Source: an optimization exercise on an open RTL-to-GDS flow (aim: small area, a short achievable clock period and few clock cycles). Production flows keep margins and buffers that such runs may drop.
The RTL was checked by simulation tests, not by an equivalence proof against the original design.
Power is estimated from default activity; no workload was simulated.

==> inputs of trial 58 <==
==> flow/design.v (excerpt) <==
module top_proc
             #(parameter INITIAL_PC = 32'h00400000)
              (input clk,rst,
               input [31:0] instr,
               input [31:0] dReadData,
               output [31:0] PC,
               output [31:0] dAddress,
               output [31:0] dWriteData,
               output MemWrite,MemRead);
Settings: LEC_CHECK=0, CAP_MARGIN=20, CORE_MARGIN=2, CORE_UTILIZATION=40, SLEW_MARGIN=20; clock period 12.0 ns.
standard.sh (not shown) runs the stock make flow with config.mk's settings and CLKGATE_MAP_FILE= SYNTH_SCRIPT=/design/flow/synth_recipe.tcl, a recipe that flattens the netlist after the stock synthesis.
==> flow/flow/run.sh <==
#!/bin/bash
# Layout flow: the standard ORFS flow (standard.sh) with these changes to
# how the layout is made; the clock period and constraints are the design's.
#  - repair_timing asks for 8 ns of setup slack (more than the clock needs),
#    so it keeps improving the critical paths; cells may change footprint
#  - 60% core utilisation; clock tree sinks clustered by up to 30 within
#    100 um; port buffers are buf_2 cells
set -euo pipefail
bash standard.sh \
  SETUP_SLACK_MARGIN=8 \
  MATCH_CELL_FOOTPRINT=0 \
  CORE_UTILIZATION=60 \
  CTS_CLUSTER_SIZE=30 \
  CTS_CLUSTER_DIAMETER=100 \
  "BUFFER_PORTS_ARGS=-buffer_cell sky130_fd_sc_hd__buf_2" \
  finish > flow_standard.log 2>&1
==> inputs of build 44, as changes to trial 58 <==
--- a/flow/design.v
+++ b/flow/design.v
@@ -78,12 +78,47 @@
      for (g = 0; g < 4; g = g + 1) begin
           readData1 = readData1 | ({DATAWIDTH{read1_hi[g]}} & grp1[g]);
           readData2 = readData2 | ({DATAWIDTH{read2_hi[g]}} & grp2[g]);
      end
 end
 endmodule
+module pfx1(input gh, ph, gl, pl, output g, p);
+assign g = gh | (ph & gl);
+assign p = ph & pl;
+endmodule
+module add13(input [12:0] a, b, output [12:0] s, output c);
+wire [12:0] G [0:4];
+wire [12:0] P [0:4];
+assign G[0] = a & b;
+assign P[0] = a ^ b;
+genvar l, i;
+generate for (l = 0; l < 4; l = l + 1) begin : lv
+  for (i = 0; i < 13; i = i + 1) begin : bt
+    if (i >= (1 << l)) begin : pr
+      pfx1 C(.gh(G[l][i]), .ph(P[l][i]), .gl(G[l][i - (1 << l)]), .pl(P[l][i - (1 << l)]),
+             .g(G[l+1][i]), .p(P[l+1][i]));
+    end else begin : pa
+      assign G[l+1][i] = G[l][i];
+      assign P[l+1][i] = P[l][i];
+    end
+  end
+end endgenerate
+assign s = P[0] ^ {G[4][11:0], 1'b0};
+assign c = G[4][12];
+endmodule
+module pcnext(input take, c, input [18:0] hi_c1, hi_c0, input [12:2] lo_t,
+              input [31:2] other, output [31:2] y);
+assign y = take ? {c ? hi_c1 : hi_c0, lo_t} : other;
+endmodule
+module altsel(input p, c, input [31:0] pcv, input [18:0] hi_c1, hi_c0, input [12:0] lo,
+              output [31:0] y);
+assign y = p ? pcv : {c ? hi_c1 : hi_c0, lo};
+endmodule
+module ipred(input v, input [31:0] w, output p);
+assign p = v & (w[6:0] == 7'b1100011) & ((w[19:15] == w[24:20]) | w[31]);
+endmodule
 module datapath
              #(parameter [31:0] INITIAL_PC = 32'h00400000)
               (input clk,rst,
                input [31:0] instr,
                input [31:0] dReadData,
                output reg [31:0] PC,
@@ -92,13 +127,14 @@
                output reg MemWrite,MemRead);
 localparam [6:0] OP_R = 7'b0110011, OP_I = 7'b0010011, OP_L = 7'b0000011,
                  OP_S = 7'b0100011, OP_B = 7'b1100011;
 reg [31:0] pc_i;       
 reg        v_i;        
 reg        v_d;
-reg [31:0] ir_d, pc_d;
+reg [31:0] ir_d;
+reg [31:0] alt_d;    
 reg [3:0]  rs1_hi_d, rs2_hi_d;    
 reg [7:0]  rs1_lo_d, rs2_lo_d;
 reg        v_e, we_e, ld_e, st_e, br_e, pred_e;
 reg [4:0]  rd_e, sh_e;
 reg [31:0] a_e, bx_e, s_e;    
 reg        sub_e, sel_add_e, sel_slt_e, sel_xor_e, sel_or_e, sel_and_e, sel_sll_e, sel_sr_e, arith_e;
@@ -120,13 +156,12 @@
 wire [6:0] f7_d  = ir_d[31:25];
 wire use1_d = d_r | d_i | d_l | d_s | d_b;
 wire use2_d = d_r | d_s | d_b;
 wire wr_d   = (d_r | d_i | d_l) & (rd_d != 5'd0);
 wire [31:0] imm_i = {{20{ir_d[31]}}, ir_d[31:20]};
 wire [31:0] imm_s = {{20{ir_d[31]}}, ir_d[31:25], ir_d[11:7]};
-wire [31:0] imm_b = {{19{ir_d[31]}}, ir_d[31], ir_d[7], ir_d[30:25], ir_d[11:8], 1'b0};
 wire [31:0] imm_d = d_s ? imm_s : imm_i;
 wire alu_d = d_r | d_i;
 wire op_slt = alu_d & (f3_d == 3'b010);
 wire op_xor = alu_d & (f3_d == 3'b100);
 wire op_or  = alu_d & (f3_d == 3'b110);
 wire op_and = alu_d & (f3_d == 3'b111);
@@ -134,32 +169,25 @@
 wire op_srl = alu_d & (f3_d == 3'b101) & (f7_d == 7'b0000000);
 wire op_sra = alu_d & (f3_d == 3'b101) & (f7_d == 7'b0100000);
 wire op_sub = alu_d & (f3_d == 3'b000) & (f7_d == 7'b0100000);
 wire op_add = ~(op_slt | op_xor | op_or | op_and | op_sll | op_srl | op_sra);
 wire sub_d  = op_sub | op_slt;
 wire pred_d   = d_b & ((rs1_d == rs2_d) | ir_d[31]);
-wire [31:0] target_d = pc_d + imm_b;
-wire [31:0] pc4_d    = pc_d + 32'd4;
 wire [31:0] wdata_w = ld_w ? dReadData : res_w;
 wire [31:0] rf1, rf2;
 regfile R_F(.clk(clk), .write(we_w),
             .read1_hi(rs1_hi_d), .read1_lo(rs1_lo_d), .read2_hi(rs2_hi_d), .read2_lo(rs2_lo_d),
             .writeReg(rd_w), .writeData(wdata_w), .readData1(rf1), .readData2(rf2));
 wire [31:0] alu_out;
 alu A_L_U(.op1(a_e), .op2x(bx_e), .shamt(sh_e), .sub(sub_e),
           .sel_add(sel_add_e), .sel_slt(sel_slt_e), .sel_xor(sel_xor_e), .sel_or(sel_or_e),
           .sel_and(sel_and_e), .sel_sll(sel_sll_e), .sel_sr(sel_sr_e), .arith(arith_e),
           .result(alu_out));
 wire eq_e = (a_e == s_e);    
 wire mispredict = v_e & br_e & (eq_e != pred_e);
-wire f1_e = v_e & we_e & (rd_e == rs1_d);
-wire f1_m = we_m & (rd_m == rs1_d);
-wire f1_w = we_w & (rd_w == rs1_d);
-wire f2_e = v_e & we_e & (rd_e == rs2_d);
-wire f2_m = we_m & (rd_m == rs2_d);
-wire f2_w = we_w & (rd_w == rs2_d);
+reg f1_e, f1_m, f1_w, f2_e, f2_m, f2_w;
 wire s1_e  = f1_e;
 wire s1_m  = ~f1_e & f1_m;
 wire s1_ld = ~f1_e & ~f1_m & f1_w & ld_w;
 wire s1_rw = ~f1_e & ~f1_m & f1_w & ~ld_w;
 wire s1_rf = ~f1_e & ~f1_m & ~f1_w;
 wire s2_e  = f2_e;
@@ -168,51 +196,71 @@
 wire s2_rw = ~f2_e & ~f2_m & f2_w & ~ld_w;
 wire s2_rf = ~f2_e & ~f2_m & ~f2_w;
 wire [31:0] rs1_old = ({32{s1_m}} & dAddress) | ({32{s1_rw}} & res_w) | ({32{s1_rf}} & rf1);
 wire [31:0] rs2_old = ({32{s2_m}} & dAddress) | ({32{s2_rw}} & res_w) | ({32{s2_rf}} & rf2);
 wire [31:0] rs1_v = ({32{s1_e}} & alu_out) | ({32{s1_ld}} & dReadData) | rs1_old;
 wire [31:0] rs2_v = ({32{s2_e}} & alu_out) | ({32{s2_ld}} & dReadData) | rs2_old;
-wire [31:0] alt_d    = pred_d ? pc4_d : target_d;
 wire        bx_e_alu = d_r & s2_e;
 wire        bx_ld    = d_r & s2_ld;
 wire [31:0] bx_old   = d_b ? alt_d : d_r ? rs2_old : imm_d;
 wire [31:0] bx_pre   = ({32{bx_e_alu}} & alu_out) | ({32{bx_ld}} & dReadData) | bx_old;
 wire [31:0] bx_d     = bx_pre ^ {32{sub_d}};
 wire stall_d = v_d & ((use1_d & ((f1_e & ld_e) | (f1_m & ld_m))) |
                       (use2_d & ((f2_e & ld_e) | (f2_m & ld_m))));
 reg  [18:0] hi_p1_i, hi_m1_i;      
-wire        i_br     = instr[6:0] == OP_B;
-wire        i_pred   = v_i & i_br & ((instr[19:15] == instr[24:20]) | instr[31]);
+wire        i_pred;
+ipred I_PRED(.v(v_i), .w(instr), .p(i_pred));
 wire [12:0] i_imm_lo = {instr[31], instr[7], instr[30:25], instr[11:8], 1'b0};
-wire [13:0] i_lo     = {1'b0, pc_i[12:0]} + {1'b0, i_imm_lo};
-wire [18:0] i_hi     = (i_lo[13] == instr[31]) ? pc_i[31:13] : i_lo[13] ? hi_p1_i : hi_m1_i;
-wire [31:0] i_target = {i_hi, i_lo[12:0]};
+wire [12:0] i_lo;
+wire        i_c13;                   
+add13 I_ADD(.a(pc_i[12:0]), .b(i_imm_lo), .s(i_lo), .c(i_c13));
 wire        refetch  = stall_d & v_i;
-wire        take_i   = i_pred & ~mispredict & ~refetch;
+wire        take_i   = i_pred & ~rst & ~mispredict & ~refetch;
 wire        redirect = mispredict | refetch | i_pred;
-wire [31:0] pc_other = mispredict ? bx_e : refetch ? pc_i : PC + 32'd4;
+wire [31:0] pc_other = rst ? INITIAL_PC : mispredict ? bx_e : refetch ? pc_i : PC + 32'd4;
+wire [18:0] hi_c1    = instr[31] ? pc_i[31:13] : hi_p1_i;
+wire [18:0] hi_c0    = instr[31] ? hi_m1_i : pc_i[31:13];
+wire [31:0] pc_nx;
+wire [31:0] alt_i;
+altsel ALT_I(.p(i_pred), .c(i_c13), .pcv(PC), .hi_c1(hi_c1), .hi_c0(hi_c0), .lo(i_lo), .y(alt_i));
+pcnext PC_NX(.take(take_i), .c(i_c13), .hi_c1(hi_c1), .hi_c0(hi_c0), .lo_t(i_lo[12:2]),
+             .other(pc_other[31:2]), .y(pc_nx[31:2]));
+assign pc_nx[1:0] = take_i ? i_lo[1:0] : pc_other[1:0];
 always @(posedge clk) begin
-     if (rst) begin
-          PC  <= INITIAL_PC;
+     PC <= pc_nx;
+     if (rst)
           v_i <= 1'b0;
-     end else begin
-          PC  <= take_i ? i_target : pc_other;
+     else
           v_i <= ~redirect;
-     end
      pc_i    <= PC;
      hi_p1_i <= PC[31:13] + 19'd1;
      hi_m1_i <= PC[31:13] - 19'd1;
 end
 always @(posedge clk) begin
      if (rst | mispredict)
           v_d <= 1'b0;
      else if (~stall_d)
           v_d <= v_i;
+     if (stall_d) begin
+          f1_e <= 1'b0;
+          f1_m <= f1_e;
+          f1_w <= f1_m;
+          f2_e <= 1'b0;
+          f2_m <= f2_e;
+          f2_w <= f2_m;
+     end else begin
+          f1_e <= v_d & wr_d & (instr[19:15] == rd_d);
+          f1_m <= v_e & we_e & (instr[19:15] == rd_e);
+          f1_w <= we_m & (instr[19:15] == rd_m);
+          f2_e <= v_d & wr_d & (instr[24:20] == rd_d);
+          f2_m <= v_e & we_e & (instr[24:20] == rd_e);
+          f2_w <= we_m & (instr[24:20] == rd_m);
+     end
      if (~stall_d) begin
           ir_d     <= instr;
-          pc_d     <= pc_i;
+          alt_d    <= alt_i;
           rs1_hi_d <= 4'b1 << instr[19:18];
           rs1_lo_d <= 8'b1 << instr[17:15];
           rs2_hi_d <= 4'b1 << instr[24:23];
           rs2_lo_d <= 8'b1 << instr[22:20];
      end
 end
==> flow/flow/run.sh (replaced) <==
#!/bin/bash
# Layout flow: the standard ORFS flow (standard.sh, with its synthesis
# script synth_recipe.tcl) with these changes to how the layout is made; the
# clock period and constraints are the design's.
#  - synthesis: no full/half-adder cell extraction (ADDER_MAP_FILE empty), and
#    the small fetch modules (add13 and its pfx1 cells, pcnext, ipred, altsel)
#    are mapped on their own before the design is flattened, so the late
#    instruction input stays near the end of the next-PC logic; the registers
#    are the same as the standard synthesis's
#  - repair_timing asks for 8.4 ns of setup slack (more than the clock needs),
#    so it keeps improving the critical paths; cells may change footprint
#  - 60% core utilisation; clock tree sinks clustered
#    by up to 25 within 100 um; port buffers are buf_2 cells
set -euo pipefail
bash standard.sh \
  ADDER_MAP_FILE= \
  "SYNTH_KEEP_MODULES=add13 pcnext ipred altsel pfx1" \
  SETUP_SLACK_MARGIN=8.4 \
  MATCH_CELL_FOOTPRINT=0 \
  CORE_UTILIZATION=60 \
  CTS_CLUSTER_SIZE=25 \
  CTS_CLUSTER_DIAMETER=100 \
  "BUFFER_PORTS_ARGS=-buffer_cell sky130_fd_sc_hd__buf_2" \
  finish > flow_standard.log 2>&1
==> comparison table <==
Time the final worst path needs with I/O delays and setup: trial 58 4.127 ns; build 44 3.780 ns
CP max-delay cell: trial 58 fa_2; build 44 edfxtp_1
Reg-to-Reg End: trial 58 D_P.a_e[24]$_DFF_P_; build 44 D_P.bx_e[31]$_DFF_P_
Count of flip-flops and latches: trial 58 1416; build 44 1422
Placer congestion estimate: trial 58 1.057; build 44 1.061
Via count: trial 58 55060; build 44 54010
Global routing usage on met2: trial 58 0.6298; build 44 0.6482
Bufs and invs on worst path: trial 58 4; build 44 1
Count of buffers added by post-CTS timing repair for setup: trial 58 10; build 44 81
Final critical-path share of the clock period: trial 58 0.3439; build 44 0.3150
Share of the final layout cell area in multi-input gates: trial 58 0.3650; build 44 0.3472
Reg2Reg Depth: trial 58 9; build 44 12
Net Sw Frac: trial 58 0.2988; build 44 0.2938
Area overhead of the layout relative to synthesis: trial 58 6.725%; build 44 11.26%
Sum of met3 wire segment lengths after detailed routing: trial 58 45870 um; build 44 43650 um
Footprint of the flip-flops and latches: trial 58 39250 sq um; build 44 39670 sq um
Grt met3 use: trial 58 0.1526; build 44 0.1466
CP startpoint kind: trial 58 primary input; build 44 flip-flop
Reg-to-Reg Start: trial 58 D_P.rs1_lo_d[5]$_SDFFCE_PN0N_; build 44 D_P.rs2_lo_d[4]$_SDFFCE_PN0N_
Outcome: trial 58 complete, no violations; build 44 complete, no violations
Max_slew headroom: trial 58 0.2609; build 44 0.1550
Area of combinational cells with multiple inputs: trial 58 26230 sq um; build 44 25350 sq um
Total net switching power: trial 58 3.045 mW; build 44 3.152 mW
Warnings, synthesis: trial 58 5; build 44 6
Number of clock sinks: trial 58 1416; build 44 1422
Worst slack after detailed placement: trial 58 6.682 ns; build 44 6.781 ns
Testbench counts of trial 58, summed over its fixed seeds: cycles 37,429.
Testbench counts of build 44, summed over its fixed seeds: cycles 37,429.

[port drivers added, routing unchanged]
No port has a modelled driver above. Below, the same layouts with a new extraction and two added sets of constraints. Step 1 (the two cells are an assumption about what drives the block):
set clk [get_ports {clk}]
set_driving_cell -lib_cell sky130_fd_sc_hd__clkbuf_16 $clk
set_driving_cell -lib_cell sky130_fd_sc_hd__buf_2 [delete_from_list [all_inputs] $clk]
Step 2 also shifts input and output timing later by t, the mid clock arrival at the registers, as if the neighbouring blocks saw the same clock. Three values: ideal, step 1, step 2; two values: the first two.
| run | t, ns | setup WS [ns] | hold WS [ns] | clock arrival spread, ns |
|---|---|---|---|---|
| trial 58 | 0.827 | 7.873 / 7.905 / 7.078 | 0.370 / 0.370 / 0.370 | 0.047 / 0.046 |
| build 44 | 0.774 | 8.220 / 8.139 / 7.615 | 0.372 / 0.372 / 0.372 | 0.035 / 0.035 |
After both steps every run listed still meets setup and hold. The setup slack of trial 58, which loses most, moves by +0.032 ns with the drivers and by -0.795 ns with both steps.
